What follows belongs to an exercise in optimizing a design on an open flow for small area; a production flow would make more cautious choices. In this exercise RTL edits were held to simulation tests only and were not proved equivalent to the original. No run shown here takes its clock network from TritonCTS; it comes from the design's own scripts or RTL. No driver is modelled on the clock port, so clock power and skew are understated where the tree is cut down; a real chip needs a root buffer or a tree. Power figures rest on the tool's default switching activity, not on a simulated workload.

File: flow/design.v
module wmtop (
	clk,
	rst,
	start,
	waterfull,
	accelerate,
	stateindic,
	index_n,
	fourdigit,
	lastdigit
);
input clk, rst;
input start;
input accelerate;
input waterfull;
output [5:0] stateindic;
output [3:0] index_n;
output [7:0] fourdigit;
output [6:0] lastdigit;
function [6:0] seg7_n;
	input [3:0] v;
	reg w, x, y, z;
	begin
		{w, x, y, z} = v;
		seg7_n[6] = ~((w | y | x & z) | (~x & ~z));
		seg7_n[5] = ~((~x | y & z) | (~y & ~z));
		seg7_n[4] = ~(x | ~y | z);
		seg7_n[3] = ~(w | (~x & ~z) | (y & ~z) | (~x & y) | (x & ~y & z));
		seg7_n[2] = ~(~z & (~x | y));
		seg7_n[1] = ~(w | (~y & ~z) | (x & ~y) | (x & ~z));
		seg7_n[0] = ~((w | (y & ~z) | x & ~y) | (~x & y));
	end
endfunction
reg [2:0] a;
reg [2:0] z;
reg [4:0] q;
reg f1;
wire e4 = a[1] & a[0];			 
wire e40 = e4 & a[2] & z[2];		 
wire q24 = q[4] & q[3];			 
always @(posedge clk)
begin
	a[0] <= ~rst | ~a[0];
	a[1] <= ~rst | (a[1] ^ a[0]);
	a[2] <= ~rst | (a[2] ^ e4);
	z[0] <= ~rst | (e4 ? ~(z[0] | z[2]) : z[0]);
	z[1] <= rst & (e4 ? (z[1] ^ z[0]) & ~z[2] : z[1]);
	z[2] <= ~rst | (e4 ? z[1] & z[0] : z[2]);
	q[0] <= rst & (q[0] ^ (e40 & ~q24));
	q[1] <= rst & (q[1] ^ (e40 & q[0]));
	q[2] <= rst & (q[2] ^ (e40 & q[0] & q[1]));
	q[3] <= ~rst | (q[3] ^ (e40 & (q[0] & q[1] & q[2] | q24)));
	q[4] <= ~rst | (q[4] ^ (e40 & (q[0] & q[1] & q[2] & q[3] | q24)));
	f1 <= ~rst | (f1 ^ (e40 & q24));
end
wire f100 = z[2] | z[1] & (z[0] | a[1]);
wire scan_tick = a[2] & ~a[1] & ~a[0];
reg clk_reg;
reg clk_reg_d;
always @(posedge clk)
begin
	clk_reg <= accelerate ? f100 : f1;
	clk_reg_d <= clk_reg;
end
wire tick = clk_reg & ~clk_reg_d;
reg [2:0] b;
reg done;	 
wire sclr = ~rst | z[2] & z[0];	 
wire st_idle  = ~b[2] & ~b[1];
wire st_water = b[1] & b[0];
wire st_rinse = ~b[2] & ~b[0];
wire st_drain = b[2] & b[1];
wire st_dry   = ~b[1] & ~b[0];
wire st_alert = b[2] & b[0];
assign stateindic = ~{st_alert, st_dry, st_drain, st_rinse, st_water, st_idle};
always @(posedge clk)
begin
	b[0] <= sclr | (b[0] ? ~(st_water & ~waterfull) : st_dry & done);
	b[1] <= ~sclr & (b[1] ? ~(st_drain & done) : st_idle & ~start);
	b[2] <= ~sclr & (b[2] ? ~(st_alert & done) : st_rinse & done);
end
reg [3:0] t;
reg [3:0] s1;
reg [2:0] st;
reg [3:0] m;
wire run = rst & (~b[0] | b[2]);	 
wire fin = (st_rinse & m[3] & m[1])	 
	| (st_drain & st[1] & st[0])	 
	| (st_dry & m[2] & m[0])	 
	| (st_alert & st[0]);		 
wire e0 = tick & ~fin;			 
wire e1 = e0 & t[3] & t[0];		 
wire e2 = e1 & s1[3] & s1[0];		 
wire e3 = e2 & st[2] & st[0];		 
wire k = run & ~(tick & fin);		 
always @(posedge clk)
begin
	done <= run & tick & fin;
	t[0] <= run & (t[0] ^ e0);
	t[1] <= run & (t[1] ^ (e0 & t[0] & ~t[3]));
	t[2] <= run & (t[2] ^ (e0 & t[0] & t[1]));
	t[3] <= run & (t[3] ^ (e0 & t[0] & (t[3] | t[1] & t[2])));
	s1[0] <= run & (s1[0] ^ e1);
	s1[1] <= run & (s1[1] ^ (e1 & s1[0] & ~s1[3]));
	s1[2] <= run & (s1[2] ^ (e1 & s1[0] & s1[1]));
	s1[3] <= run & (s1[3] ^ (e1 & s1[0] & (s1[3] | s1[1] & s1[2])));
	st[0] <= k & (st[0] ^ e2);
	st[1] <= k & (st[1] ^ (e2 & st[0] & ~st[2]));
	st[2] <= k & (st[2] ^ (e2 & st[0] & (st[1] | st[2])));
	m[0] <= k & (m[0] ^ e3);
	m[1] <= k & (m[1] ^ (e3 & m[0]));
	m[2] <= k & (m[2] ^ (e3 & m[0] & m[1]));
	m[3] <= k & (m[3] ^ (e3 & m[0] & m[1] & m[2]));
end
reg [3:0] idx_n;	 
reg [3:0] number;
wire dflt = idx_n[0] & idx_n[1] & idx_n[2];
wire [3:0] sel;
assign sel[3] = ~idx_n[1] & m[3] & ~m[1] | dflt & s1[3];
assign sel[2] = ~idx_n[0] & st[2] | ~idx_n[1] & m[2] | dflt & s1[2];
assign sel[1] = ~idx_n[0] & st[1] | ~idx_n[1] & m[1] & ~m[3] | dflt & s1[1];
assign sel[0] = ~idx_n[0] & st[0] | ~idx_n[1] & m[0] | ~idx_n[2] & m[3] & m[1] | dflt & s1[0];
assign index_n = idx_n;
assign fourdigit = {seg7_n(number), 1'b1};
assign lastdigit = seg7_n(t);
always @(posedge clk)
begin
	idx_n <= ~rst ? 4'b1111 : scan_tick ? {idx_n[2:0], ~dflt} : idx_n;
	number <= ~rst ? 4'd0 : scan_tick ? sel : number;
end
endmodule
File: flow/flow/run.sh
#!/bin/bash
# Layout flow: the standard synthesis, then the combinational logic is
# mapped again with a stronger ABC script (the flip-flops, their names and
# cell types are kept exactly as the standard synthesis made them), then the
# standard ORFS layout from that netlist, with the smallest buffer on the ports.
set -euo pipefail
W=$PWD
R=$W/orfs/results/$FLOW_PLATFORM/wmtop/base
YOSYS=$(command -v yosys || echo "$FLOW_HOME/../tools/install/yosys/bin/yosys")
LIB=$FLOW_HOME/platforms/$FLOW_PLATFORM/lib/sky130_fd_sc_hd__tt_025C_1v80.lib

bash standard.sh synth > synth.log 2>&1
cp "$R/1_2_yosys.v" std_netlist.v

printf 'set_driving_cell sky130_fd_sc_hd__buf_1\nset_load 5\n' > abc.constr
cat > resyn.ys <<EOY
read_liberty -ignore_miss_func $LIB
read_verilog std_netlist.v
hierarchy -top $FLOW_TOP
setattr -mod -set keep_hierarchy 1 sky130_fd_sc_hd__df*
flatten
opt_clean -purge
abc -script $W/flow/resyn.abc -liberty $LIB $(cat flow/dont_use.txt) -constr $W/abc.constr -D 20000
opt_clean -purge
hilomap -singleton -hicell sky130_fd_sc_hd__conb_1 HI -locell sky130_fd_sc_hd__conb_1 LO
splitnets
opt_clean -purge
select $FLOW_TOP
write_verilog -selected -noattr -noexpr -nohex -nodec $W/resyn_netlist.v
select -clear
tee -o $W/resyn_stat.txt stat -liberty $LIB
EOY
"$YOSYS" -s resyn.ys > resyn.log 2>&1

cp resyn_netlist.v "$R/1_2_yosys.v"
rm -f "$R/1_synth.odb" "$R/1_synth.sdc"
export PRE_CTS_TCL=$W/flow/pre_cts.tcl CLK_PORT_NAME=clk CLK_LEAVES=5 CLK_LEAF_CELL=sky130_fd_sc_hd__clkbuf_4 CLK_ROOT_CELL=sky130_fd_sc_hd__clkbuf_4
bash standard.sh "BUFFER_PORTS_ARGS=-buffer_cell sky130_fd_sc_hd__buf_1" finish > standard.log 2>&1
File: flow/flow/dont_use.txt
-dont_use sky130_fd_sc_hd__lpflow_bleeder_1 -dont_use sky130_fd_sc_hd__lpflow_clkbufkapwr_1 -dont_use sky130_fd_sc_hd__lpflow_clkbufkapwr_16 -dont_use sky130_fd_sc_hd__lpflow_clkbufkapwr_2 -dont_use sky130_fd_sc_hd__lpflow_clkbufkapwr_4 -dont_use sky130_fd_sc_hd__lpflow_clkbufkapwr_8 -dont_use sky130_fd_sc_hd__lpflow_clkinvkapwr_1 -dont_use sky130_fd_sc_hd__lpflow_clkinvkapwr_16 -dont_use sky130_fd_sc_hd__lpflow_clkinvkapwr_2 -dont_use sky130_fd_sc_hd__lpflow_clkinvkapwr_4 -dont_use sky130_fd_sc_hd__lpflow_clkinvkapwr_8 -dont_use sky130_fd_sc_hd__lpflow_decapkapwr_12 -dont_use sky130_fd_sc_hd__lpflow_decapkapwr_3 -dont_use sky130_fd_sc_hd__lpflow_decapkapwr_4 -dont_use sky130_fd_sc_hd__lpflow_decapkapwr_6 -dont_use sky130_fd_sc_hd__lpflow_decapkapwr_8 -dont_use sky130_fd_sc_hd__lpflow_inputiso0n_1 -dont_use sky130_fd_sc_hd__lpflow_inputiso0p_1 -dont_use sky130_fd_sc_hd__lpflow_inputiso1n_1 -dont_use sky130_fd_sc_hd__lpflow_inputiso1p_1 -dont_use sky130_fd_sc_hd__lpflow_inputisolatch_1 -dont_use sky130_fd_sc_hd__lpflow_isobufsrc_1 -dont_use sky130_fd_sc_hd__lpflow_isobufsrc_16 -dont_use sky130_fd_sc_hd__lpflow_isobufsrc_2 -dont_use sky130_fd_sc_hd__lpflow_isobufsrc_4 -dont_use sky130_fd_sc_hd__lpflow_isobufsrc_8 -dont_use sky130_fd_sc_hd__lpflow_isobufsrckapwr_16 -dont_use sky130_fd_sc_hd__lpflow_lsbuf_lh_hl_isowell_tap_1 -dont_use sky130_fd_sc_hd__lpflow_lsbuf_lh_hl_isowell_tap_2 -dont_use sky130_fd_sc_hd__lpflow_lsbuf_lh_hl_isowell_tap_4 -dont_use sky130_fd_sc_hd__lpflow_lsbuf_lh_isowell_4 -dont_use sky130_fd_sc_hd__lpflow_lsbuf_lh_isowell_tap_1 -dont_use sky130_fd_sc_hd__lpflow_lsbuf_lh_isowell_tap_2 -dont_use sky130_fd_sc_hd__lpflow_lsbuf_lh_isowell_tap_4 -dont_use sky130_fd_sc_hd__probe_p_8 -dont_use sky130_fd_sc_hd__probec_p_8 
File: flow/flow/pre_cts.tcl
# Clock tree in place of TritonCTS's: the registers are split by place into
# CLK_LEAVES groups of about equal size, each driven by a CLK_LEAF_CELL at the
# centre of its group; one CLK_ROOT_CELL, driven by the clock port, drives the
# leaf buffers. Every register thus sees the same two buffers on its clock path.
rename clock_tree_synthesis triton_clock_tree_synthesis

proc cts_centre { items } {
  set sx 0; set sy 0
  foreach it $items {
    set sx [expr {$sx + [lindex $it 1]}]
    set sy [expr {$sy + [lindex $it 2]}]
  }
  set n [llength $items]
  return [list [expr {$sx / $n}] [expr {$sy / $n}]]
}

# split items ({iterm x y}) into k groups by recursive halving along the wider side
proc cts_split { items k } {
  if { $k <= 1 } { return [list $items] }
  set xs [lsort -integer [lmap it $items {lindex $it 1}]]
  set ys [lsort -integer [lmap it $items {lindex $it 2}]]
  set idx [expr {([lindex $xs end] - [lindex $xs 0]) >= ([lindex $ys end] - [lindex $ys 0]) ? 1 : 2}]
  set sorted [lsort -integer -index $idx $items]
  set k1 [expr {$k / 2}]
  set n1 [expr {([llength $items] * $k1) / $k}]
  set a [lrange $sorted 0 [expr {$n1 - 1}]]
  set b [lrange $sorted $n1 end]
  return [concat [cts_split $a $k1] [cts_split $b [expr {$k - $k1}]]]
}

proc cts_buffer { block master name innet outnet x y } {
  set inst [odb::dbInst_create $block $master $name]
  [$inst findITerm A] connect $innet
  [$inst findITerm X] connect $outnet
  $inst setLocation $x $y
  $inst setPlacementStatus PLACED
  return $inst
}

proc clock_tree_synthesis { args } {
  set block [ord::get_db_block]
  set db [ord::get_db]
  set clknet [$block findNet $::env(CLK_PORT_NAME)]
  set leaf [$db findMaster $::env(CLK_LEAF_CELL)]
  set root [$db findMaster $::env(CLK_ROOT_CELL)]
  set items {}
  foreach iterm [$clknet getITerms] {
    set bbox [[$iterm getInst] getBBox]
    lappend items [list $iterm [expr {([$bbox xMin] + [$bbox xMax]) / 2}] \
      [expr {([$bbox yMin] + [$bbox yMax]) / 2}]]
  }
  set groups [cts_split $items $::env(CLK_LEAVES)]
  set rootnet [odb::dbNet_create $block clknet_root]
  $rootnet setSigType CLOCK
  set centres {}
  set i 0
  foreach g $groups {
    set net [odb::dbNet_create $block clknet_leaf_$i]
    $net setSigType CLOCK
    foreach it $g {
      set iterm [lindex $it 0]
      $iterm disconnect
      $iterm connect $net
    }
    lassign [cts_centre $g] x y
    cts_buffer $block $leaf clkbuf_leaf_$i $rootnet $net $x $y
    lappend centres [list {} $x $y]
    puts "clock leaf $i: $::env(CLK_LEAF_CELL) drives [llength $g] registers"
    incr i
  }
  lassign [cts_centre $centres] x y
  cts_buffer $block $root clkbuf_root $clknet $rootnet $x $y
  set_propagated_clock [all_clocks]
}
File: flow/flow/resyn.abc
strash; &get -n; &deepsyn -T 10; &put; &get -n; &dch -f; &nf -R 1000; &put; topo; dnsize -c
File: flow/standard.sh
#!/bin/bash
# synth_recipe.tcl (not shown) runs the flow's synth.tcl, then flattens the netlist and writes it again
# the make line also repeats each setting of config.mk as NAME=value (left out here)
make -C /OpenROAD-flow-scripts/flow DESIGN_CONFIG=/design/flow/config.mk WORK_HOME=/design/flow/orfs CLKGATE_MAP_FILE= SYNTH_SCRIPT=/design/flow/synth_recipe.tcl "${@:-finish}"
File: flow/config.mk
export PLATFORM = sky130hd
export DESIGN_NAME = wmtop
export DESIGN_NICKNAME = wmtop
export VERILOG_FILES = /design/flow/design.v
export SDC_FILE = /design/flow/constraint.sdc
export NUM_CORES = 4
export LEC_CHECK = 0
export CAP_MARGIN = 20
export CORE_MARGIN = 2
export CORE_UTILIZATION = 40
export SLEW_MARGIN = 20
File: flow/constraint.sdc
create_clock -name core_clock -period 20.0 [get_ports {clk}]
set_input_delay 4.0000 -clock core_clock [delete_from_list [all_inputs] [get_ports {clk}]]
set_output_delay 4.0000 -clock core_clock [all_outputs]
set_load 0.01 [all_outputs]
==> reports/qor.txt, run 1 <==
Status: complete, no violations
Crit Path Class: flop to primary output
Critical R2R Launch: b[0]$_DFF_P_
Clock group share of total power: 28.2%
Die ar.: 4765 µm²
Layout area overhead: 12.57%
Max-slew headroom: 34.48%
Setup TNS: 0 ps
Largest Register: q
Synthesized Nets: 212
Initial Util: 41.99%
Layout cells sized above 1: 2.490%
Setup repair after global routing missed its margin: no
Postcts setup bufs: 0
Via count: 1,488
IO buf count: 28
Drt pass-1 iters: 5
WL/cell: 11.35 µm
Delay of the slowest critical-path stage: 390 ps
1st-iter DRT viols: 74
Routability congestion estimate: 0.7306
Post-CTS Resized: 0
Part of the cycle the worst path needs: 29.77%
Antenna-violating nets left: 0
Worst Tran Pin Value: 972.6 ps
Commonest non-fill, non-tap cell in the layout: dfxtp_1
# fillers: 414
Gr usage total: 14.03%
Core box area: 4029 µm²
GRT overflow: 0
Reg power frac: 64.1%
Post-layout minimum cycle time: 5954 ps
Worst-path maximum fanout: 5
Final setup skew: 14.80 ps
Psw: 0.03458 mW
Post-CTS Hold Buffers: 0
Die width: 69.03 µm
Die Ht: 69.03 µm
Io pins: 30
Post-Place Cell Area: 1859 µm²
P_leak: 0.7231 nW
Fin. Hold Viols: 0
DR DRC count: 0
Crit-path leading delay family: adder cells
Max VDD drop: 34.54 µV
Internal power: 0.1041 mW
Crit path required time: 16,000 ps
Antenna violations before repair: 0
CP Buf/Inv Count: 2
Worst-skew pair later-pin latency: 350 ps
CP Launch Point: number[1]$_SDFFE_PN0P_
Global-route wire length before repair: 5.954 mm
# rows: 23
Yosys Warn Count: 1
# setup viols final: 0
Post-synthesis instance total: 207
Critical Path Sink Type: primary output
Final instance area: 1904 µm²
Net Sw Frac: 24.93%
Critical Path Source Type: flop
Layout Nets: 248
Crit-path cells: clkinv_1, maj3_1, a21boi_0, nor4_1, a21o_1, buf_1
Most frequent cells in the layout: dfxtp_1, nor2_1, buf_1
Max cap viols: 0
N_diodes: 0
Min-delay src: clk_reg$_DFF_P_
Hold Path Class: flop to flop
Mapped cell area: 1692 µm²
Cell Pwr Density: 72.84 nW/µm²
Total wire length: 3.303 mm
Number of flip-flops in the largest register: 5
Largest net degree at the start of global routing: 17
Reg clk slew, reported paths: 100 ps
Via density: 5.113
WP data arrival: 1950 ps
Combinational fraction of design power: 7.7%
Mean Syn Cell Area: 8.172 µm²
Fin. max-slew vios: 0
Timing-limited maximum frequency: 0.1679 GHz
Slowest stage cell, crit path: maj3_1
Vias in the first global route: 1,336
Detailed-placement wirelength estimate: 2.386 mm
==> worst register-to-register path: stages, from the launching register on <==
cell	delay (ps)
dfxtp_1	460
or2_0	180
o221ai_1	160
nor3b_1	390
nand2_1	120
nor2_1	180
and2_0	340
and3_1	250
and3_1	200
and2_0	200
nand2_1	100
xor2_1	130
nor2_1	50
==> through the flow <==
step | utilization [%] | setup WS, ps | total power, mW | hold slack, ps | instances
3_3_place_gp | 46.15 | 14300 | 0.1014 | 367.5 | 285
6_report | 47.27 | 14050 | 0.1387 | 370.5 | 291
3_5_place_dp | 46.15 | 14250 | 0.1015 | 364.3 | 285
4_1_cts | 47.27 | 14020 | 0.1404 | 369.0 | 291
2_1_floorplan | - | 14360 | 0.09822 | 343.9 | 207
5_1_grt | 47.27 | 13830 | 0.1469 | 389.7 | 291
==> path summary, 6_finish.rpt <==
path | cells past startpoint | slack (ps) | endpoint
hold / removal | 0 | 370 | clk_reg_d$_DFF_P_
setup reg to reg | 12 | 17140 | m[3]$_DFF_P_
hold reg to reg | 0 | 370 | clk_reg_d$_DFF_P_
setup / recovery | 6 | 14050 | fourdigit[4]
==> cell type report <==
cell class | instances | area, µm² | share of cell area [%]
buffer | 6 | 45.04 | 2.365
inverter | 7 | 26.28 | 1.380
multi-input combinational | 159 | 844.6 | 44.35
sequential | 41 | 820.8 | 43.10
tap | 50 | 62.56 | 3.285
timing repair buffer | 28 | 105.1 | 5.519
==> power by group through the flow <==
stage | Sequential, mW | Combinational, mW | Clock [mW]
after floorplan | 0.0900 | 0.00827 | 0
after global placement | 0.0908 | 0.0106 | 0
after detailed placement | 0.0908 | 0.0107 | 0
after CTS | 0.0889 | 0.0107 | 0.0408
after global routing | 0.0896 | 0.0125 | 0.0447
final | 0.0889 | 0.0107 | 0.0391
==> routing by layer <==
layer	track usage, %	share of wire (%)
met5	0	0
met4	3.268	2.1
met3	1.316	4.4
met2	22.12	43
met1	20.77	51
==> run 2, diff against run 1 <==
==> flow/flow/resyn.abc (replaced) <==
strash; &get -n; &deepsyn -T 30; &put; &get -n; &dch -f; &nf -R 1000; &put; topo; dnsize -c
==> run 2 against run 1 <==
Compared with the run above: still clean on timing, DRC and antenna; setup slack gained 370 ps; first-iteration DRC count grew 26%; synthesized area shrank 0.67%; combinational power grew 4%; die area shrank 0.62%; fmax grew 6.6%; global-route usage grew 0.72 points; flip-flop and latch count is the same; final area shrank 0.59%; highest routed layer unchanged.
==> reports/qor.txt, run 2 <==
Status: complete, no violations
Worst-path maximum fanout: 7
N_diodes: 0
Synthesized Nets: 213
Fin. Hold Viols: 0
Crit Path Class: flop to primary output
Worst hold slack: 375.3 ps
Final worst slack: 14,410 ps
Io pins: 30
Post-CTS Hold Buffers: 0
Post-CTS Resized: 0
GRT overflow: 0
Yosys Warn Count: 1
Via density: 5.031
Global-route wire length before repair: 5.644 mm
Die Ht: 68.82 µm
Die width: 68.82 µm
IO buf count: 28
Layout area overhead: 12.66%
Crit-path leading delay family: compound AO/OA/AOI/OAI gates
Drt pass-1 iters: 4
Timing-limited maximum frequency: 0.1790 GHz
Critical Path Source Type: flop
Part of the cycle the worst path needs: 27.93%
Worst Tran Pin Value: 990.0 ps
Final setup skew: 5.863 ps
Initial Util: 41.71%
Antenna violations before repair: 0
Most frequent cells in the layout: dfxtp_1, nor2_1, nand2_1
Worst-skew pair later-pin latency: 340 ps
Setup TNS: 0 ps
Reg clk slew, reported paths: 90 ps
Commonest non-fill, non-tap cell in the layout: dfxtp_1
Die ar.: 4736 µm²
CP Buf/Inv Count: 1
Max cap viols: 0
Post-layout minimum cycle time: 5585 ps
P_leak: 0.7047 nW
Vias in the first global route: 1,315
# rows: 23
Layout Nets: 249
Core box area: 4029 µm²
Cells after DPL: 286
Critical Path Sink Type: primary output
Max-slew headroom: 33.30%
Post-synthesis instance total: 208
WL/cell: 11.41 µm
Postcts setup bufs: 0
WP data arrival: 1590 ps
Detailed-placement wirelength estimate: 2.370 mm
Cell Pwr Density: 73.41 nW/µm²
DR DRC count: 0
# setup viols final: 0
Mean Syn Cell Area: 8.079 µm²
Routability congestion estimate: 0.7246
# fillers: 421
Hold Path Class: flop to flop
Fin. max-slew vios: 0
Fin util: 46.99%
Place WS: 14,110 ps
Mapped cell area: 1680 µm²
Number of flip-flops in the largest register: 5
Setup repair after global routing missed its margin: no
Total wire length: 3.333 mm
Max VDD drop: 40.79 µV
Crit path required time: 16,000 ps
Crit-path cells: nand2_1, a211oi_1, a21o_1, buf_1
Finished Layout Cells: 292
Gr usage total: 14.75%
Largest Register: q
Slowest stage cell, crit path: dfxtp_1
Layout cells sized above 1: 2.479%
1st-iter DRT viols: 93
Antenna-violating nets left: 0
Via count: 1,469
Delay of the slowest critical-path stage: 460 ps
Largest net degree at the start of global routing: 19
## run 2: per-stage QoR
step	area (µm²)	power, mW
2_1_floorplan	1680	0.09855
3_3_place_gp	1848	0.1018
3_5_place_dp	1848	0.1019
4_1_cts	1893	0.1410
5_1_grt	1893	0.1466
6_report	1893	0.1390
## run 2: worst register-to-register path: cells and delay by family (launching register included)
family | cells | cell delay, ps
flops | 1 | 480
xor+xnor | 1 | 140
compound gates | 1 | 150
simple gates | 9 | 1890
## run 2: area by class of cell
type                            count  area [µm²]  area share, %
Inverter                            4       15.01         0.7931
Sequential cell                    41       820.8          43.36
Timing Repair Buffer               28       105.1          5.552
Tap cell                           50       62.56          3.305
Buffer                              6       45.04          2.379
Multi-Input combinational cell    163       844.6          44.61
## run 2: final timing paths
kind / depth (start not counted) / from / endpoint / slack, ps
setup reg to reg: 11 / b[2]$_DFF_P_ / m[3]$_DFF_P_ / 17240
hold reg to reg: 0 / clk_reg$_DFF_P_ / clk_reg_d$_DFF_P_ / 380
hold / removal: 0 / clk_reg$_DFF_P_ / clk_reg_d$_DFF_P_ / 380
setup / recovery: 4 / number[1]$_SDFFE_PN0P_ / fourdigit[4] / 14410
## run 2: per-layer routing
layer	track usage, %	vias up	wire length, µm
li1	-	793	-
met1	20.06	636	1648
met2	25.60	31	1459
met3	1.461	9	154
met4	2.696	0	71
met5	0	-	0
## run 2: where the power goes
part	total (mW)	leakage, nW	switching [mW]	internal [mW]
sequential	0.0889	0.334	0.00332	0.0856
combinational	0.0111	0.343	0.00629	0.00479
clock	0.0390	0.0276	0.0250	0.0140
total	0.139	0.705	0.0346	0.104
==> run 3, diff against run 2 <==
--- a/flow/flow/run.sh
+++ b/flow/flow/run.sh
@@ -34,5 +34,5 @@
 
 cp resyn_netlist.v "$R/1_2_yosys.v"
 rm -f "$R/1_synth.odb" "$R/1_synth.sdc"
-export PRE_CTS_TCL=$W/flow/pre_cts.tcl CLK_PORT_NAME=clk CLK_LEAVES=5 CLK_LEAF_CELL=sky130_fd_sc_hd__clkbuf_4 CLK_ROOT_CELL=sky130_fd_sc_hd__clkbuf_4
+export PRE_CTS_TCL=$W/flow/pre_cts.tcl CLK_PORT_NAME=clk CLK_LEAVES=4 CLK_LEAF_CELL=sky130_fd_sc_hd__clkbuf_4 CLK_ROOT_CELL=sky130_fd_sc_hd__clkbuf_2
 bash standard.sh "BUFFER_PORTS_ARGS=-buffer_cell sky130_fd_sc_hd__buf_1" finish > standard.log 2>&1
--- a/flow/config.mk
+++ b/flow/config.mk
@@ -7,5 +7,5 @@
 export LEC_CHECK = 0
 export CAP_MARGIN = 20
 export CORE_MARGIN = 2
-export CORE_UTILIZATION = 40
+export CORE_UTILIZATION = 60
 export SLEW_MARGIN = 20
==> run 3 against run 2 <==
Compared with the run above: global-route usage increased by 6.8 points; utilization increased by 22 points; first-iteration DRC count decreased by 12%; hold slack got worse by 8.7 ps; critical path depth unchanged; die area decreased by 32%; register-to-register slack about the same; via count increased by 5.2%; sequential power about the same; synthesized cell count unchanged.
==> reports/qor.txt, run 3 <==
Status: complete, no violations
Fin. Hold Viols: 0
Postcts setup bufs: 0
Max-slew headroom: 32.73%
DR DRC count: 0
Layout cells sized above 1: 2.075%
Fin. max-slew vios: 0
Mean Syn Cell Area: 8.079 µm²
Post-Place Cell Area: 1824 µm²
Commonest non-fill, non-tap cell in the layout: dfxtp_1
Crit path required time: 16,000 ps
Layout Nets: 248
Final setup skew: 11.62 ps
Initial Util: 62.00%
Drt pass-1 iters: 5
Critical Path Source Type: flop
WL/cell: 12.57 µm
Synthesized Nets: 213
Antenna violations before repair: 0
Number of flip-flops in the largest register: 5
Met3 routed WL: 127 µm
Antenna-violating nets left: 0
Crit-path cells: nand2_1, a211oi_1, a21o_1, buf_1
Yosys Warn Count: 1
Max cap viols: 0
Hold Path Class: flop to flop
Slowest stage cell, crit path: dfxtp_1
Io pins: 30
Die Ht: 56.92 µm
Routability congestion estimate: 0.7657
Core box area: 2710 µm²
Delay of the slowest critical-path stage: 460 ps
N_diodes: 0
Die ar.: 3240 µm²
Worst-skew pair later-pin latency: 350 ps
Max VDD drop: 58.02 µV
Post-CTS Hold Buffers: 0
Most frequent cells in the layout: dfxtp_1, nor2_1, nand2_1
Detailed-placement wirelength estimate: 2.569 mm
GRT overflow: 0
WP data arrival: 1630 ps
Post-CTS Resized: 0
Part of the cycle the worst path needs: 28.16%
Global-route wire length before repair: 5.885 mm
Crit Path Class: flop to primary output
Post-synthesis instance total: 208
1st-iter DRT viols: 82
Post-layout minimum cycle time: 5632 ps
Worst hold slack: 366.6 ps
Largest net degree at the start of global routing: 19
Setup repair after global routing missed its margin: no
Critical Path Sink Type: primary output
Die width: 56.92 µm
IO buf count: 28
Via count: 1,545
# setup viols final: 0
Cell Pwr Density: 72.17 nW/µm²
Max layer used: met4
Worst-path maximum fanout: 7
Layout area overhead: 10.65%
Gr usage total: 21.52%
Routed length on met1: 1.477 mm
Setup TNS: 0 ps
P_leak: 0.6996 nW
Worst Tran Pin Value: 998.4 ps
Total wire length: 3.419 mm
Timing-limited maximum frequency: 0.1776 GHz
Mapped cell area: 1680 µm²
Largest Register: q
Met2 WL: 1.711 mm
Final instance area: 1859 µm²
Via density: 5.680
# rows: 19
Vias in the first global route: 1,431
Fin util: 68.61%
Reg clk slew, reported paths: 110 ps
run 3: final cells by class:
type / instances / area [µm²]
Multi-Input combinational cell: 163 / 844.6
Fill cell: 227 / 850.8
Timing Repair Buffer: 28 / 105.1
Inverter: 4 / 15.01
Buffer: 5 / 35.03
Tap cell: 31 / 38.79
Sequential cell: 41 / 820.8
run 3: per-stage QoR:
stage | worst slack [ps] | std cells | power (mW)
6_report | 14370 | 272 | 0.1342
5_1_grt | 14240 | 272 | 0.1395
4_1_cts | 14400 | 272 | 0.1347
3_5_place_dp | 14090 | 267 | 0.1021
3_3_place_gp | 14250 | 267 | 0.1013
2_1_floorplan | 14790 | 208 | 0.09855
run 3: layer usage:
layer	GRT usage (%)	vias up
li1	-	794
met5	0	-
met1	25.25	704
met4	6.645	0
met3	1.843	13
met2	40.89	34
run 3: worst max-delay path: cells and delay by family (launching register included):
family | cells | cell delay [ps]
AO/OA/AOI/OAI | 2 | 560
buffers and inverters | 1 | 140
flip-flops | 1 | 460
AND/OR/NAND/NOR | 1 | 110
run 3: worst paths after layout:
path / startpoint / endpoint / slack (ps) / cells after the start
max reg2reg: b[2]$_DFF_P_ / m[3]$_DFF_P_ / 17230 / 11
max: number[1]$_SDFFE_PN0P_ / fourdigit[4] / 14370 / 4
min reg2reg: clk_reg$_DFF_P_ / clk_reg_d$_DFF_P_ / 370 / 0
min: clk_reg$_DFF_P_ / clk_reg_d$_DFF_P_ / 370 / 0
run 3: where the power goes:
| group | leakage [nW] | switching, mW | internal, mW | total [mW] |
|---|---|---|---|---|
| registers | 0.334 | 0.00350 | 0.0856 | 0.0891 |
| clock network | 0.0226 | 0.0232 | 0.0107 | 0.0339 |
| logic | 0.343 | 0.00642 | 0.00479 | 0.0112 |
==> run 4, diff against run 3 <==
--- a/flow/design.v
+++ b/flow/design.v
@@ -83,27 +83,28 @@
 reg [3:0] s1;
 reg [2:0] st;
 reg [3:0] m;
-wire run = rst & (~b[0] | b[2]);	 
-wire fin = (st_rinse & m[3] & m[1])	 
+wire run = ~b[0] | b[2];		 
+wire fin = (m[3] & m[1])		 
 	| (st_drain & st[1] & st[0])	 
 	| (st_dry & m[2] & m[0])	 
 	| (st_alert & st[0]);		 
-wire e0 = tick & ~fin;			 
+wire e0 = tick;				 
 wire e1 = e0 & t[3] & t[0];		 
 wire e2 = e1 & s1[3] & s1[0];		 
 wire e3 = e2 & st[2] & st[0];		 
 wire k = run & ~(tick & fin);		 
+wire kt = rst & k;
 always @(posedge clk)
 begin
 	done <= run & tick & fin;
-	t[0] <= run & (t[0] ^ e0);
-	t[1] <= run & (t[1] ^ (e0 & t[0] & ~t[3]));
-	t[2] <= run & (t[2] ^ (e0 & t[0] & t[1]));
-	t[3] <= run & (t[3] ^ (e0 & t[0] & (t[3] | t[1] & t[2])));
-	s1[0] <= run & (s1[0] ^ e1);
-	s1[1] <= run & (s1[1] ^ (e1 & s1[0] & ~s1[3]));
-	s1[2] <= run & (s1[2] ^ (e1 & s1[0] & s1[1]));
-	s1[3] <= run & (s1[3] ^ (e1 & s1[0] & (s1[3] | s1[1] & s1[2])));
+	t[0] <= kt & (t[0] ^ e0);
+	t[1] <= kt & (t[1] ^ (e0 & t[0] & ~t[3]));
+	t[2] <= kt & (t[2] ^ (e0 & t[0] & t[1]));
+	t[3] <= kt & (t[3] ^ (e0 & t[0] & (t[3] | t[1] & t[2])));
+	s1[0] <= k & (s1[0] ^ e1);
+	s1[1] <= k & (s1[1] ^ (e1 & s1[0] & ~s1[3]));
+	s1[2] <= k & (s1[2] ^ (e1 & s1[0] & s1[1]));
+	s1[3] <= k & (s1[3] ^ (e1 & s1[0] & (s1[3] | s1[1] & s1[2])));
 	st[0] <= k & (st[0] ^ e2);
 	st[1] <= k & (st[1] ^ (e2 & st[0] & ~st[2]));
 	st[2] <= k & (st[2] ^ (e2 & st[0] & (st[1] | st[2])));
--- a/flow/config.mk
+++ b/flow/config.mk
@@ -7,5 +7,5 @@
 export LEC_CHECK = 0
 export CAP_MARGIN = 20
 export CORE_MARGIN = 2
-export CORE_UTILIZATION = 60
+export CORE_UTILIZATION = 40
 export SLEW_MARGIN = 20
==> run 4 against run 3 <==
Compared with the run above: hold slack got worse by 12 ps; largest power group unchanged; sequential power fell by 1%; clock power rose by 3%; wire length fell by 2.3%; critical path depth rose by 2; via count fell by 3.1%; clock skew fell by 2.0 ps; combinational power fell by 9.8%; power fell by 1.1%.
==> reports/qor.txt, run 4 <==
Post-synthesis instance total: 205
WL/cell: 11.56 µm
Fin. max-slew vios: 0
Drt pass-1 iters: 4
Largest net degree at the start of global routing: 18
GRT overflow: 0
Final instance area: 1879 µm²
Total wire length: 3.341 mm
Gr usage total: 15.13%
Fin. Hold Viols: 0
Setup repair after global routing missed its margin: no
Via count: 1,497
Max VDD drop: 27.30 µV
Worst-skew pair later-pin latency: 380 ps
Initial Util: 41.73%
Post-CTS Resized: 0
Crit Path Class: flop to primary output
P_leak: 0.6798 nW
Number of flip-flops in the largest register: 5
Detailed-placement wirelength estimate: 2.398 mm
IO buf count: 28
Crit path required time: 16,000 ps
Die ar.: 4705 µm²
Mean Syn Cell Area: 8.142 µm²
Routability congestion estimate: 0.7840
Worst Tran Pin Value: 639.5 ps
Post-Place Cell Area: 1844 µm²
# rows: 23
DR DRC count: 0
Largest Register: q
Timing-limited maximum frequency: 0.1669 GHz
Max-slew headroom: 57.37%
Most frequent cells in the layout: dfxtp_1, nor2_1, buf_1
Pwr Total: 0.1327 mW
Global-route wire length before repair: 5.761 mm
Hold Path Class: flop to flop
Die Ht: 68.60 µm
Cell Pwr Density: 70.61 nW/µm²
Io pins: 30
Post-layout minimum cycle time: 5991 ps
Max cap viols: 0
Commonest non-fill, non-tap cell in the layout: dfxtp_1
Critical Path Sink Type: primary output
WP data arrival: 1990 ps
Layout Nets: 246
Synthesized Nets: 210
Layout cells sized above 1: 2.510%
Core box area: 4000 µm²
Final setup skew: 9.632 ps
Mapped cell area: 1669 µm²
Post-CTS Hold Buffers: 0
# setup viols final: 0
N_diodes: 0
Yosys Warn Count: 1
Setup TNS: 0 ps
Die width: 68.60 µm
Via density: 5.180
Part of the cycle the worst path needs: 29.95%
Postcts setup bufs: 0
Status: complete, no violations
Layout area overhead: 12.59%
Worst-path maximum fanout: 5
Critical Path Source Type: flop
Reg clk slew, reported paths: 110 ps
Antenna-violating nets left: 0
Antenna violations before repair: 0
Vias in the first global route: 1,294
1st-iter DRT viols: 72
run 4: critical path, cell delays in order (launching register included):
cell and delay (ps):
dfxtp_1 370, clkinv_1 160, maj3_1 390, a21boi_0 150, nor4_1 260, a21o_1 120
buf_1 140
run 4: worst paths after layout:
kind                           from           endpoint  slack [ps]  depth (start not counted)
max          number[1]$_SDFFE_PN0P_       fourdigit[4]       14010                          6
min                 clk_reg$_DFF_P_  clk_reg_d$_DFF_P_         350                          0
max reg2reg         clk_reg$_DFF_P_       m[3]$_DFF_P_       17950                          8
min reg2reg         clk_reg$_DFF_P_  clk_reg_d$_DFF_P_         350                          0
run 4: report_power, final:
group / total, mW / switching, mW / internal (mW)
clock: 0.0348 / 0.0241 / 0.0107
sequential: 0.0878 / 0.00274 / 0.0851
combinational: 0.0101 / 0.00603 / 0.00405
total: 0.133 / 0.0329 / 0.0998
run 4: final cells by class:
cell class | count | area [µm²]
fillers | 427 | 2121
flip-flops and latches | 41 | 820.8
multi-input cells | 153 | 807.0
repair buffers | 29 | 112.6
well taps | 50 | 62.56
inverters | 11 | 41.29
plain buffers | 5 | 35.03
run 4: per-stage QoR:
stage / instances / util, % / hold WS [ps] / setup slack [ps]
final: 289 / 46.98 / 354.9 / 14010
after global routing: 289 / 46.98 / 366.1 / 13880
after CTS: 289 / 46.98 / 358.1 / 14000
after detailed placement: 284 / 46.11 / 337.2 / 14230
after global placement: 284 / 46.11 / 332.6 / 14270
after floorplan: 205 / - / 323.5 / 14360
run 4: routing by layer:
| metal | GRT usage (%) | part of all wire [%] | vias to the layer above | wire [µm] |
|---|---|---|---|---|
| li1 | - | - | 793 | - |
| met1 | 21.48 | 52 | 671 | 1723 |
| met2 | 25.12 | 43 | 25 | 1424 |
| met3 | 1.299 | 3.5 | 8 | 117 |
| met4 | 3.000 | 2.3 | 0 | 76 |
| met5 | 0 | 0 | - | 0 |
==> run 5, diff against run 4 <==
--- a/flow/flow/run.sh
+++ b/flow/flow/run.sh
@@ -34,5 +34,5 @@
 
 cp resyn_netlist.v "$R/1_2_yosys.v"
 rm -f "$R/1_synth.odb" "$R/1_synth.sdc"
-export PRE_CTS_TCL=$W/flow/pre_cts.tcl CLK_PORT_NAME=clk CLK_LEAVES=4 CLK_LEAF_CELL=sky130_fd_sc_hd__clkbuf_4 CLK_ROOT_CELL=sky130_fd_sc_hd__clkbuf_2
+export PRE_CTS_TCL=$W/flow/pre_cts.tcl CLK_PORT_NAME=clk CLK_LEAVES=4 CLK_LEAF_CELL=sky130_fd_sc_hd__buf_4 CLK_ROOT_CELL=sky130_fd_sc_hd__clkbuf_2
 bash standard.sh "BUFFER_PORTS_ARGS=-buffer_cell sky130_fd_sc_hd__buf_1" finish > standard.log 2>&1
==> run 5 against run 4 <==
Compared with the run above: still clean; first-iteration DRC count increased by 18%; wire length increased by 0.21%; utilization unchanged.
==> reports/qor.txt, run 5 <==
Worst-skew pair later-pin latency: 350 ps
Cell Pwr Density: 71.22 nW/µm²
Delay of the slowest critical-path stage: 390 ps
Most frequent cells in the layout: dfxtp_1, nor2_1, buf_1
Post-layout minimum cycle time: 5963 ps
Fin. Hold Viols: 0
Global-route wire length before repair: 5.761 mm
Slowest stage cell, crit path: maj3_1
# fillers: 427
Met2 WL: 1.425 mm
Antenna violations before repair: 0
Worst R2R Path Depth: 8
Via count: 1,495
Setup TNS: 0 ps
Vias in the first global route: 1,294
Final setup skew: 8.549 ps
Die ar.: 4705 µm²
Detailed-placement wirelength estimate: 2.398 mm
GRT overflow: 0
Crit Path Class: flop to primary output
Critical Path Sink Type: primary output
Core box area: 4000 µm²
Post-CTS Hold Buffers: 0
Met3 routed WL: 116 µm
Max cap viols: 0
Max-slew headroom: 57.37%
Cells after DPL: 284
Worst hold slack: 353.5 ps
WP data arrival: 1960 ps
Hold Path Class: flop to flop
Part of the cycle the worst path needs: 29.82%
Drt pass-1 iters: 4
Setup repair after global routing missed its margin: no
DR DRC count: 0
Antenna-violating nets left: 0
# setup viols final: 0
Multi-input gate area: 807.0 µm²
Hold depth: 0
Layout cells sized above 1: 2.510%
Via density: 5.173
Postcts setup bufs: 0
Min-delay src: clk_reg$_DFF_P_
Post-synthesis instance total: 205
Crit path required time: 16,000 ps
Worst Hold Path EP: clk_reg_d$_DFF_P_
Die width: 68.60 µm
Critical Path Source Type: flop
FF+latch area: 820.8 µm²
Pwr Total: 0.1338 mW
P_leak: 0.6806 nW
Worst-path maximum fanout: 5
Commonest non-fill, non-tap cell in the layout: dfxtp_1
Critical R2R Launch: clk_reg$_DFF_P_
Routability congestion estimate: 0.7840
Finished Layout Cells: 289
Max VDD drop: 27.94 µV
Post-CTS Resized: 0
Synthesized Nets: 210
Timing-limited maximum frequency: 0.1677 GHz
WL/cell: 11.58 µm
Fin. max-slew vios: 0
Layout area overhead: 12.59%
Largest Register: q
Die Ht: 68.60 µm
Worst Tran Pin Value: 639.5 ps
Status: complete, no violations
CP Buf/Inv Count: 2
Routed length on met1: 1.729 mm
Reg2Reg Setup Slack: 17,950 ps
1st-iter DRT viols: 85
Mapped cell area: 1669 µm²
Layout Nets: 246
N_diodes: 0
Post-Place Cell Area: 1844 µm²
# rows: 23
Max layer used: met4
Final instance area: 1879 µm²
IO buf count: 28
Yosys Warn Count: 1
Mean Syn Cell Area: 8.142 µm²
Number of flip-flops in the largest register: 5
Gr usage total: 15.13%
Crit-path cells: clkinv_1, maj3_1, a21boi_0, nor4_1, a21o_1, buf_1
Largest net degree at the start of global routing: 18
Io pins: 30
Reg clk slew, reported paths: 100 ps
Crit-path leading delay family: adder cells
Initial Util: 41.73%
Total wire length: 3.348 mm
FF-to-FF End: m[3]$_DFF_P_
-- run 5: how the worst max path moves through the flow --
stage	start	endpoint	slack (ps)	cells after the start
after floorplan	number[1]$_SDFFE_PN0P_	fourdigit[4]	14360	5
after global placement	rst	number[2]$_SDFFE_PN0P_	14270	5
after detailed placement	rst	number[2]$_SDFFE_PN0P_	14230	5
after CTS	number[1]$_SDFFE_PN0P_	fourdigit[4]	14030	6
after global routing	number[1]$_SDFFE_PN0P_	fourdigit[4]	13910	6
final	number[1]$_SDFFE_PN0P_	fourdigit[4]	14040	6
-- run 5: where the power goes --
group          total, mW  internal (mW)  switching (mW)
logic             0.0101        0.00405         0.00604
registers         0.0878         0.0851         0.00274
clock network     0.0360         0.0115          0.0244
total              0.134          0.101          0.0332
-- run 5: area by class of cell --
type	count	share of cell area (%)
Tap cell	50	3.329
Inverter	11	2.197
Buffer	5	1.864
Timing Repair Buffer	29	5.992
Sequential cell	41	43.68
Multi-Input combinational cell	153	42.94
-- run 5: metrics by stage --
step / worst slack, ps / util [%]
floorplan: 14360 / -
global placement: 14270 / 46.11
detailed placement: 14230 / 46.11
CTS: 14030 / 46.98
global route: 13910 / 46.98
finish: 14040 / 46.98
-- run 5: per-layer routing --
| layer | track usage [%] | vias to the layer above |
|---|---|---|
| met2 | 25.12 | 25 |
| li1 | - | 791 |
| met1 | 21.48 | 671 |
| met5 | 0 | - |
| met4 | 3.000 | 0 |
| met3 | 1.299 | 8 |
-- run 5: worst reg2reg max path: cells and delay by family, from the launching register on --
family / cells / cell delay [ps]
AND/OR/NAND/NOR: 8 / 1670
flip-flops: 1 / 330
==> run 6, diff against run 5 <==
--- a/flow/flow/run.sh
+++ b/flow/flow/run.sh
@@ -13,24 +13,32 @@
 cp "$R/1_2_yosys.v" std_netlist.v
 
 printf 'set_driving_cell sky130_fd_sc_hd__buf_1\nset_load 5\n' > abc.constr
-cat > resyn.ys <<EOY
+# map the logic with each script in flow/, in parallel, and keep the smallest
+for S in flow/resyn*.abc; do
+  B=$(basename $S .abc)
+  cat > $B.ys <<EOY
 read_liberty -ignore_miss_func $LIB
 read_verilog std_netlist.v
 hierarchy -top $FLOW_TOP
 setattr -mod -set keep_hierarchy 1 sky130_fd_sc_hd__df*
 flatten
 opt_clean -purge
-abc -script $W/flow/resyn.abc -liberty $LIB $(cat flow/dont_use.txt) -constr $W/abc.constr -D 20000
+abc -script $W/$S -liberty $LIB $(cat flow/dont_use.txt) -constr $W/abc.constr -D 20000
 opt_clean -purge
 hilomap -singleton -hicell sky130_fd_sc_hd__conb_1 HI -locell sky130_fd_sc_hd__conb_1 LO
 splitnets
 opt_clean -purge
 select $FLOW_TOP
-write_verilog -selected -noattr -noexpr -nohex -nodec $W/resyn_netlist.v
+write_verilog -selected -noattr -noexpr -nohex -nodec $W/$B.v
 select -clear
-tee -o $W/resyn_stat.txt stat -liberty $LIB
+tee -o $W/$B.stat stat -liberty $LIB
 EOY
-"$YOSYS" -s resyn.ys > resyn.log 2>&1
+  "$YOSYS" -s $B.ys > $B.log 2>&1 &
+done
+wait
+BEST=$(for S in flow/resyn*.abc; do B=$(basename $S .abc); A=$(grep -o "Chip area for module.*: [0-9.]*" $B.stat | awk '{print $NF}'); [ -n "$A" ] && echo "$A $B"; done | sort -n | head -1 | awk '{print $2}')
+echo "smallest mapping: $BEST" > resyn_choice.txt
+cp $BEST.v resyn_netlist.v
 
 cp resyn_netlist.v "$R/1_2_yosys.v"
 rm -f "$R/1_synth.odb" "$R/1_synth.sdc"
==> flow/flow/resyn0.abc (new file) <==
strash; &get -n; &deepsyn -T 30; &put; &get -n; &dch -f; &nf -R 1000; &put; topo; dnsize -c
==> flow/flow/resyn1.abc (new file) <==
strash; &get -n; &deepsyn -T 30 -S 7; &put; &get -n; &dch -f; &nf -R 1000; &put; topo; dnsize -c
==> flow/flow/resyn2.abc (new file) <==
strash; &get -n; &deepsyn -T 10; &put; &get -n; &dch -f; &nf -R 1000; &put; topo; dnsize -c
removed: flow/flow/resyn.abc
==> run 6 against run 5 <==
Compared with the run above: wire length unchanged; critical endpoint unchanged; register-to-register slack about the same; final area unchanged; synthesized area unchanged; first-iteration DRC count unchanged; setup slack unchanged; synthesized cell count unchanged.
==> reports/qor.txt, run 6 <==
Min-delay src: clk_reg$_DFF_P_
Status: complete, no violations
Post-layout minimum cycle time: 5963 ps
Number of flip-flops in the largest register: 5
Fin. max-slew vios: 0
Antenna-violating nets left: 0
Part of the cycle the worst path needs: 29.82%
Yosys Warn Count: 1
Post-CTS Resized: 0
Max VDD drop: 27.94 µV
Largest net degree at the start of global routing: 18
Setup TNS: 0 ps
Worst-skew pair later-pin latency: 350 ps
Slowest stage cell, crit path: maj3_1
IO buf count: 28
Reg2Reg Setup Slack: 17,950 ps
Via count: 1,495
# rows: 23
Initial Util: 41.73%
Die width: 68.60 µm
Crit-path leading delay family: adder cells
Post-synthesis instance total: 205
Die Ht: 68.60 µm
Delay of the slowest critical-path stage: 390 ps
Mapped cell area: 1669 µm²
Critical Path Sink Type: primary output
Hold Path Class: flop to flop
WL/cell: 11.58 µm
Drt pass-1 iters: 4
Io pins: 30
Layout area overhead: 12.59%
Via density: 5.173
Routability congestion estimate: 0.7840
Critical Path Source Type: flop
Layout Nets: 246
Detailed-placement wirelength estimate: 2.398 mm
WP data arrival: 1960 ps
Mean Syn Cell Area: 8.142 µm²
Post-CTS Hold Buffers: 0
Worst Tran Pin Value: 639.5 ps
Max-slew headroom: 57.37%
Place WS: 14,230 ps
Global-route wire length before repair: 5.761 mm
Worst-path maximum fanout: 5
FF-to-FF End: m[3]$_DFF_P_
Reg clk slew, reported paths: 100 ps
# setup viols final: 0
Fin. Hold Viols: 0
Antenna violations before repair: 0
Most frequent cells in the layout: dfxtp_1, nor2_1, buf_1
Crit-path cells: clkinv_1, maj3_1, a21boi_0, nor4_1, a21o_1, buf_1
Commonest non-fill, non-tap cell in the layout: dfxtp_1
Postcts setup bufs: 0
Max cap viols: 0
Total wire length: 3.348 mm
Core box area: 4000 µm²
Crit Path Class: flop to primary output
Final setup skew: 8.549 ps
Final worst slack: 14,040 ps
Critical R2R Launch: clk_reg$_DFF_P_
Worst R2R Path Depth: 8
Largest Register: q
Setup repair after global routing missed its margin: no
Worst Hold Path EP: clk_reg_d$_DFF_P_
Synthesized Nets: 210
DR DRC count: 0
Gr usage total: 15.13%
Critical Path Stages: 6
Die ar.: 4705 µm²
Hold depth: 0
GRT overflow: 0
N_diodes: 0
Timing-limited maximum frequency: 0.1677 GHz
1st-iter DRT viols: 85
Layout cells sized above 1: 2.510%
Vias in the first global route: 1,294
Crit path required time: 16,000 ps
P_leak: 0.6806 nW
CP Buf/Inv Count: 2
Cell Pwr Density: 71.22 nW/µm²
run 6: worst max path at each step:
stage	start	end
finish	number[1]$_SDFFE_PN0P_	fourdigit[4]
global route	number[1]$_SDFFE_PN0P_	fourdigit[4]
CTS	number[1]$_SDFFE_PN0P_	fourdigit[4]
detailed placement	rst	number[2]$_SDFFE_PN0P_
global placement	rst	number[2]$_SDFFE_PN0P_
floorplan	number[1]$_SDFFE_PN0P_	fourdigit[4]
run 6: per-stage QoR:
stage | instances | hold slack, ps | utilization, % | cell area (µm²) | power (mW)
final | 289 | 353.5 | 46.98 | 1879 | 0.1338
after global routing | 289 | 364.6 | 46.98 | 1879 | 0.1415
after CTS | 289 | 356.9 | 46.98 | 1879 | 0.1357
after detailed placement | 284 | 337.2 | 46.11 | 1844 | 0.09971
after global placement | 284 | 332.6 | 46.11 | 1844 | 0.09963
after floorplan | 205 | 323.5 | - | 1669 | 0.09658
run 6: layout make-up:
cell class | count | area [µm²]
fill | 427 | 2121
sequential | 41 | 820.8
multi-input combinational | 153 | 807.0
timing repair buffer | 29 | 112.6
tap | 50 | 62.56
inverter | 11 | 41.29
buffer | 5 | 35.03
run 6: layer usage:
layer  up-vias  global-route usage, %  routed length [µm]
li1        791                      -                   -
met1       671                  21.48                1729
met2        25                  25.12                1425
met3         8                  1.299                 116
met4         0                  3.000                  78
met5         -                      0                   0
run 6: power breakdown:
part	switching, mW	leakage (nW)	internal, mW
clock network	0.0244	0.0234	0.0115
logic	0.00604	0.324	0.00405
registers	0.00274	0.334	0.0851
total	0.0332	0.681	0.101
==> run 7, diff against run 6 <==
==> flow/flow/resyn1.abc (replaced) <==
strash; &get -n; &deepsyn -T 10; &put; &get -n; &dch -f; &nf -R 1000; &put; topo; dnsize -c
==> flow/flow/resyn2.abc (replaced) <==
strash; &get -n; &deepsyn -T 30; &put; &get -n; &dch -f; &nf -a -A 4 -p -R 1000; &put; topo; dnsize -c
==> flow/flow/resyn3.abc (new file) <==
strash; &get -n; &deepsyn -T 30; &put; &get -n; &dch -f; &nf -p -F 8 -R 1000; &put; topo; dnsize -c
==> flow/flow/resyn4.abc (new file) <==
strash; &get -n; &deepsyn -T 30 -S 7; &put; &get -n; &dch -f; &nf -R 1000; &put; topo; dnsize -c
==> run 7 against run 6 <==
Compared with the run above: via count shrank 1.3%; fmax grew 0.52%; synthesized area shrank 0.37%; setup slack gained 31 ps; critical path type unchanged; largest cell class unchanged; highest routed layer unchanged; sequential share of layout area grew 0.15 points; power shrank 0.16%; synthesized cell count shrank 0.49%; largest power group unchanged.
==> reports/qor.txt, run 7 <==
Io pins: 30
Hold Path Class: flop to flop
Layout cells sized above 1: 2.521%
Drt pass-1 iters: 5
Post-layout minimum cycle time: 5933 ps
Post-CTS Resized: 0
Global-route wire length before repair: 5.478 mm
Max VDD drop: 49.40 µV
Die width: 68.48 µm
FF+latch area: 820.8 µm²
Die ar.: 4689 µm²
Total wire length: 3.273 mm
WL/cell: 11.36 µm
Critical Path Sink Type: primary output
1st-iter DRT viols: 55
Slowest stage cell, crit path: maj3_1
Final worst slack: 14,070 ps
Crit path required time: 16,000 ps
Post-Place Cell Area: 1838 µm²
Detailed-placement wirelength estimate: 2.373 mm
Commonest non-fill, non-tap cell in the layout: dfxtp_1
Delay of the slowest critical-path stage: 390 ps
Max cap viols: 0
Gr usage total: 14.42%
Fin. max-slew vios: 0
Place WS: 14,160 ps
Multi-input gate area: 804.5 µm²
Most frequent cells in the layout: dfxtp_1, nand2_1, nor2_1
Status: complete, no violations
Synthesized Nets: 209
Setup TNS: 0 ps
Fin util: 46.83%
Cell Pwr Density: 71.35 nW/µm²
DR DRC count: 0
Part of the cycle the worst path needs: 29.66%
Critical Path Source Type: flop
Layout area overhead: 12.64%
Worst-path maximum fanout: 5
Number of flip-flops in the largest register: 5
Worst-skew pair later-pin latency: 350 ps
N_diodes: 0
Antenna-violating nets left: 0
Timing-limited maximum frequency: 0.1686 GHz
Via count: 1,476
Yosys Warn Count: 1
Die Ht: 68.48 µm
# rows: 23
Via density: 5.125
Mean Syn Cell Area: 8.151 µm²
Worst Tran Pin Value: 682.4 ps
Postcts setup bufs: 0
# fillers: 401
Initial Util: 41.57%
Routability congestion estimate: 0.7667
Mapped cell area: 1663 µm²
# setup viols final: 0
Max-slew headroom: 54.50%
Vias in the first global route: 1,270
Crit-path cells: clkinv_1, maj3_1, a21boi_0, nor4_1, nand2b_1, buf_1
Core box area: 4000 µm²
Final instance area: 1873 µm²
Worst hold slack: 351.8 ps
Layout Nets: 245
Largest net degree at the start of global routing: 19
Setup repair after global routing missed its margin: no
GRT overflow: 0
Crit Path Class: flop to primary output
Largest Register: q
P_leak: 0.6711 nW
Fin. Hold Viols: 0
Antenna violations before repair: 0
IO buf count: 28
Post-synthesis instance total: 204
WP data arrival: 1930 ps
Final setup skew: 11.36 ps
Post-CTS Hold Buffers: 0
Reg clk slew, reported paths: 100 ps
run 7: routing by layer:
metal	vias to the layer above	wire (µm)	track usage (%)
met2	28	1461	25.12
met5	-	0	0
met4	0	70	2.750
li1	786	-	-
met1	654	1615	19.27
met3	8	124	1.480
run 7: worst paths after layout:
| kind | start | end | slack (ps) | cells past startpoint |
|---|---|---|---|---|
| max | number[1]$_SDFFE_PN0P_ | fourdigit[4] | 14070 | 6 |
| min reg2reg | clk_reg$_DFF_P_ | clk_reg_d$_DFF_P_ | 350 | 0 |
| max reg2reg | clk_reg$_DFF_P_ | m[3]$_DFF_P_ | 17930 | 8 |
| min | clk_reg$_DFF_P_ | clk_reg_d$_DFF_P_ | 350 | 0 |
run 7: layout make-up:
class	count	share of cell area, %
Buffer	5	1.870
Inverter	10	2.004
Multi-Input combinational cell	153	42.95
Sequential cell	41	43.82
Tap cell	50	3.340
Timing Repair Buffer	29	6.012
run 7: metrics by stage:
stage,total power [mW],cells
4_1_cts,0.1355,288
3_3_place_gp,0.09954,283
5_1_grt,0.1406,288
2_1_floorplan,0.09658,204
3_5_place_dp,0.09962,283
6_report,0.1336,288
run 7: critical path: cells and delay by family, from the launching register on:
kind / cells / cell delay [ps]
AOI/OAI and AO/OA: 1 / 150
adders and majority gates: 1 / 390
buffers and inverters: 2 / 290
DFF: 1 / 370
and+or+nand+nor: 2 / 370
run 7: where the power goes:
part           internal (mW)  total [mW]  switching (mW)
logic                0.00398      0.0102         0.00625
clock network         0.0115      0.0359          0.0243
registers             0.0851      0.0875         0.00249
total                  0.101       0.134          0.0331
==> run 8, diff against run 7 <==
--- a/flow/config.mk
+++ b/flow/config.mk
@@ -8,4 +8,5 @@
 export CAP_MARGIN = 20
 export CORE_MARGIN = 2
 export CORE_UTILIZATION = 40
+export GPL_TIMING_DRIVEN = 0
 export SLEW_MARGIN = 20
==> run 8 against run 7 <==
Compared with the run above: critical endpoint is now lastdigit[6]; synthesized cell count rose by 2.0%; clock skew rose by 0.66 ps; cell count rose by 1.0%; flip-flop and latch count did not move; sequential power rose by 1%; register-to-register slack barely moved.
==> reports/qor.txt, run 8 <==
CP Buf/Inv Count: 1
Mean Syn Cell Area: 8.012 µm²
Global-route wire length before repair: 5.181 mm
# rows: 23
P_leak: 0.6817 nW
Worst-skew pair later-pin latency: 350 ps
# setup viols final: 0
Drt pass-1 iters: 4
Layout area overhead: 12.16%
Postcts setup bufs: 0
Delay of the slowest critical-path stage: 460 ps
Setup repair after global routing missed its margin: no
IO buf count: 28
Timing-limited maximum frequency: 0.1682 GHz
Vias in the first global route: 1,206
Crit-path leading delay family: simple AND/OR/NAND/NOR gates
Yosys Warn Count: 1
Hold Path Class: flop to flop
Via count: 1,477
Worst Tran Pin Value: 817.6 ps
Most frequent cells in the layout: dfxtp_1, nand2_1, nor2_1
Gr usage total: 13.79%
Fin. Hold Viols: 0
Largest net degree at the start of global routing: 19
Die ar.: 4699 µm²
Number of flip-flops in the largest register: 5
Critical Path Sink Type: primary output
Critical Path Source Type: flop
Largest Register: q
Post-layout minimum cycle time: 5945 ps
Slowest stage cell, crit path: dfxtp_1
Setup TNS: 0 ps
Max-slew headroom: 45.13%
WP data arrival: 1950 ps
Synthesized Nets: 213
Post-synthesis instance total: 208
Final setup skew: 12.03 ps
Post-CTS Hold Buffers: 0
GRT overflow: 0
Die width: 68.55 µm
Cell Pwr Density: 72.02 nW/µm²
Status: complete, no violations
Post-CTS Resized: 0
Total wire length: 3.192 mm
Max VDD drop: 39.24 µV
Worst-path maximum fanout: 7
Via density: 5.076
1st-iter DRT viols: 84
Crit-path cells: nor2b_1, o21bai_1, o21a_1, or3_1, nor3_1, buf_1
Part of the cycle the worst path needs: 29.73%
Antenna violations before repair: 0
Detailed-placement wirelength estimate: 2.280 mm
Reg clk slew, reported paths: 90 ps
Routability congestion estimate: 0.7441
Crit path required time: 16,000 ps
Io pins: 30
Fin. max-slew vios: 0
Die Ht: 68.55 µm
Commonest non-fill, non-tap cell in the layout: dfxtp_1
Layout cells sized above 1: 2.075%
Crit Path Class: flop to primary output
Layout Nets: 248
Mapped cell area: 1667 µm²
Pwr Total: 0.1346 mW
WL/cell: 10.97 µm
# fillers: 440
Antenna-violating nets left: 0
DR DRC count: 0
Core box area: 4000 µm²
Max cap viols: 0
Initial Util: 41.66%
N_diodes: 0
==> run 8: per-stage QoR <==
stage	util, %	cell area [µm²]	std cells	hold slack, ps	setup WS, ps
after floorplan	-	1667	208	323.5	14530
after global placement	45.86	1834	286	330.9	13980
after detailed placement	45.86	1834	286	336.7	14040
after CTS	46.73	1869	291	356.1	14040
after global routing	46.73	1869	291	361.1	13900
final	46.73	1869	291	353.5	14050
==> run 8: path summary, 6_finish.rpt <==
path	start	endpoint	slack (ps)	cells past startpoint
worst max-delay path	t[1]$_DFF_P_	lastdigit[6]	14050	6
worst min-delay path	clk_reg$_DFF_P_	clk_reg_d$_DFF_P_	350	0
worst max register to register	clk_reg$_DFF_P_	m[2]$_DFF_P_	17940	7
worst min register to register	clk_reg$_DFF_P_	clk_reg_d$_DFF_P_	350	0
==> run 8: per-layer routing <==
metal  vias to the layer above  global-route usage, %  routed length, µm
li1                        787                      -                  -
met1                       660                  18.22               1605
met2                        22                  24.16               1377
met3                         8                  1.461                137
met4                         0                  3.000                 73
met5                         -                      0                  0
==> run 8: area by class of cell <==
| cell class | count | area, µm² | area share, % |
|---|---|---|---|
| Timing Repair Buffer | 28 | 105.1 | 5.623 |
| Buffer | 5 | 35.03 | 1.874 |
| Inverter | 8 | 30.03 | 1.606 |
| Sequential cell | 41 | 820.8 | 43.91 |
| Tap cell | 50 | 62.56 | 3.347 |
| Multi-Input combinational cell | 159 | 815.8 | 43.64 |
==> run 8: power breakdown <==
| group | total [mW] | switching [mW] | leakage [nW] | internal (mW) |
|---|---|---|---|---|
| combinational | 0.0108 | 0.00652 | 0.325 | 0.00431 |
| sequential | 0.0884 | 0.00289 | 0.334 | 0.0855 |
| clock | 0.0354 | 0.0239 | 0.0234 | 0.0115 |
| total | 0.135 | 0.0333 | 0.682 | 0.101 |
==> run 9, diff against run 8 <==
--- a/flow/flow/run.sh
+++ b/flow/flow/run.sh
@@ -42,5 +42,5 @@
 
 cp resyn_netlist.v "$R/1_2_yosys.v"
 rm -f "$R/1_synth.odb" "$R/1_synth.sdc"
-export PRE_CTS_TCL=$W/flow/pre_cts.tcl CLK_PORT_NAME=clk CLK_LEAVES=4 CLK_LEAF_CELL=sky130_fd_sc_hd__buf_4 CLK_ROOT_CELL=sky130_fd_sc_hd__clkbuf_2
+export PRE_CTS_TCL=$W/flow/pre_cts.tcl CLK_PORT_NAME=clk CLK_LEAVES=4 CLK_LEAF_CELL=sky130_fd_sc_hd__buf_4 CLK_ROOT_CELL=none
 bash standard.sh "BUFFER_PORTS_ARGS=-buffer_cell sky130_fd_sc_hd__buf_1" finish > standard.log 2>&1
--- a/flow/flow/pre_cts.tcl
+++ b/flow/flow/pre_cts.tcl
@@ -1,7 +1,3 @@
-# Clock tree in place of TritonCTS's: the registers are split by place into
-# CLK_LEAVES groups of about equal size, each driven by a CLK_LEAF_CELL at the
-# centre of its group; one CLK_ROOT_CELL, driven by the clock port, drives the
-# leaf buffers. Every register thus sees the same two buffers on its clock path.
 rename clock_tree_synthesis triton_clock_tree_synthesis
 
 proc cts_centre { items } {
@@ -42,7 +38,7 @@
   set db [ord::get_db]
   set clknet [$block findNet $::env(CLK_PORT_NAME)]
   set leaf [$db findMaster $::env(CLK_LEAF_CELL)]
-  set root [$db findMaster $::env(CLK_ROOT_CELL)]
+  set direct [expr {$::env(CLK_ROOT_CELL) eq "none"}]
   set items {}
   foreach iterm [$clknet getITerms] {
     set bbox [[$iterm getInst] getBBox]
@@ -50,8 +46,12 @@
       [expr {([$bbox yMin] + [$bbox yMax]) / 2}]]
   }
   set groups [cts_split $items $::env(CLK_LEAVES)]
-  set rootnet [odb::dbNet_create $block clknet_root]
-  $rootnet setSigType CLOCK
+  if { $direct } {
+    set rootnet $clknet
+  } else {
+    set rootnet [odb::dbNet_create $block clknet_root]
+    $rootnet setSigType CLOCK
+  }
   set centres {}
   set i 0
   foreach g $groups {
@@ -68,7 +68,9 @@
     puts "clock leaf $i: $::env(CLK_LEAF_CELL) drives [llength $g] registers"
     incr i
   }
-  lassign [cts_centre $centres] x y
-  cts_buffer $block $root clkbuf_root $clknet $rootnet $x $y
+  if { !$direct } {
+    lassign [cts_centre $centres] x y
+    cts_buffer $block [$db findMaster $::env(CLK_ROOT_CELL)] clkbuf_root $clknet $rootnet $x $y
+  }
   set_propagated_clock [all_clocks]
 }
==> run 9 against run 8 <==
Compared with the run above: critical path depth down 1; cell count down 1.7%; via count down 1.1%; largest power group unchanged; register-to-register slack worse by 40 ps; power down 4.4%; die area down 0.22%; still clean; fmax up 2.9%; clock skew down 0.62 ps.
==> reports/qor.txt, run 9 <==
Crit-path cells: buf_1, nand4_1, and2_0, a222oi_1, nand2_1
Vias in the first global route: 1,173
Detailed-placement wirelength estimate: 2.339 mm
Synthesized Nets: 209
# setup viols final: 0
Io pins: 30
1st-iter DRT viols: 53
Via count: 1,461
Antenna violations before repair: 0
Worst-skew pair later-pin latency: 140 ps
Worst R2R Path Depth: 7
Final setup skew: 11.40 ps
Antenna-violating nets left: 0
Die Ht: 68.48 µm
GRT overflow: 0
Layout area overhead: 11.89%
Hold depth: 0
Max cap viols: 0
Reg2Reg Setup Slack: 17,900 ps
Routability congestion estimate: 0.7487
Max-slew headroom: 44.43%
WL/cell: 11.11 µm
Worst-path maximum fanout: 18
Hold Path Class: flop to flop
DR DRC count: 0
N_diodes: 0
Commonest non-fill, non-tap cell in the layout: dfxtp_1
P_leak: 0.6627 nW
Min-delay src: clk_reg$_DFF_P_
Fin. Hold Viols: 0
Most frequent cells in the layout: dfxtp_1, nand2_1, nor2_1
Critical Path Source Type: input port
Mapped cell area: 1663 µm²
Setup TNS: 0 ps
Gr usage total: 13.64%
Setup repair after global routing missed its margin: no
Crit Path Class: input port to flop
Fin. max-slew vios: 0
Post-layout minimum cycle time: 5777 ps
Core box area: 4000 µm²
Via density: 5.108
Worst Tran Pin Value: 828.0 ps
Layout Nets: 243
Finished Layout Cells: 286
Delay of the slowest critical-path stage: 560 ps
Drt pass-1 iters: 4
Slowest stage cell, crit path: buf_1
Largest Register: q
Timing-limited maximum frequency: 0.1731 GHz
Global-route wire length before repair: 5.119 mm
# fillers: 418
Yosys Warn Count: 1
WP data arrival: 5820 ps
Largest net degree at the start of global routing: 19
Die width: 68.48 µm
Post-synthesis instance total: 204
Critical R2R Launch: clk_reg$_DFF_P_
Cell Pwr Density: 69.16 nW/µm²
Initial Util: 41.57%
Worst Hold Path EP: clk_reg_d$_DFF_P_
FF-to-FF End: m[2]$_DFF_P_
Postcts setup bufs: 0
Mean Syn Cell Area: 8.151 µm²
Reg clk slew, reported paths: 100 ps
# rows: 23
Post-CTS Hold Buffers: 0
Number of flip-flops in the largest register: 5
Total wire length: 3.178 mm
Critical Path Sink Type: flop
Part of the cycle the worst path needs: 28.88%
Cells after DPL: 282
Post-CTS Resized: 0
Crit path required time: 20,040 ps
Die ar.: 4689 µm²
IO buf count: 28
Status: complete, no violations
Max VDD drop: 42.85 µV
Layout cells sized above 1: 1.695%
## run 9: cell types whose count changed in the layout (fill, tap and decap cells not counted), sizes merged, moves of 2 or more
cell	before	now
a222oi	3	1
nand2	34	29
a22oi	0	2
clkinv	8	10
nor3	10	13
a21boi	1	3
a21oi	17	15
nor2	32	29
## run 9: per-stage QoR
step           utilization (%)  setup WS [ps]  instance area, µm²  hold WS, ps  power, mW
2_1_floorplan                -          14350                1663        323.5    0.09658
3_3_place_gp             45.76          14060                1831        332.2    0.09957
3_5_place_dp             45.76          14070                1831        332.1    0.09973
4_1_cts                  46.51          14250                1861        353.2     0.1305
5_1_grt                  46.51          14050                1861        365.4     0.1360
6_report                 46.51          14220                1861        351.6     0.1287
## run 9: worst max path at each step
stage | end | start | cells after the start | slack [ps]
after floorplan | fourdigit[4] | number[1]$_SDFFE_PN0P_ | 5 | 14350
after global placement | number[2]$_SDFFE_PN0P_ | rst | 5 | 14060
after detailed placement | number[2]$_SDFFE_PN0P_ | rst | 5 | 14070
after CTS | number[2]$_SDFFE_PN0P_ | rst | 5 | 14250
after global routing | number[2]$_SDFFE_PN0P_ | rst | 5 | 14050
final | number[2]$_SDFFE_PN0P_ | rst | 5 | 14220
## run 9: final cells by class
type                       count  area (µm²)  share of cell area [%]
buffer                         4       30.03                   1.614
inverter                      10       37.54                   2.017
multi-input combinational    153       804.5                   43.24
sequential                    41       820.8                   44.12
tap                           50       62.56                   3.362
timing repair buffer          28       105.1                   5.649
## run 9: worst max-delay path, delay by kind of cell
| family | cells | cell delay (ps) |
|---|---|---|
| and+or+nand+nor | 3 | 920 |
| buffers and inverters | 1 | 560 |
| AOI/OAI and AO/OA | 1 | 340 |
## run 9: where the power goes
part	total (mW)	internal [mW]	switching [mW]
clock	0.0310	0.0105	0.0204
combinational	0.0102	0.00391	0.00625
sequential	0.0876	0.0851	0.00249
total	0.129	0.0995	0.0292
## run 9: routing by layer
metal / track usage (%) / share of wire, % / routed length (µm)
met5: 0 / 0 / 0
met4: 3.250 / 2.4 / 75
met3: 0.9868 / 3.0 / 96
met2: 22.60 / 45 / 1424
met1: 19.23 / 50 / 1582
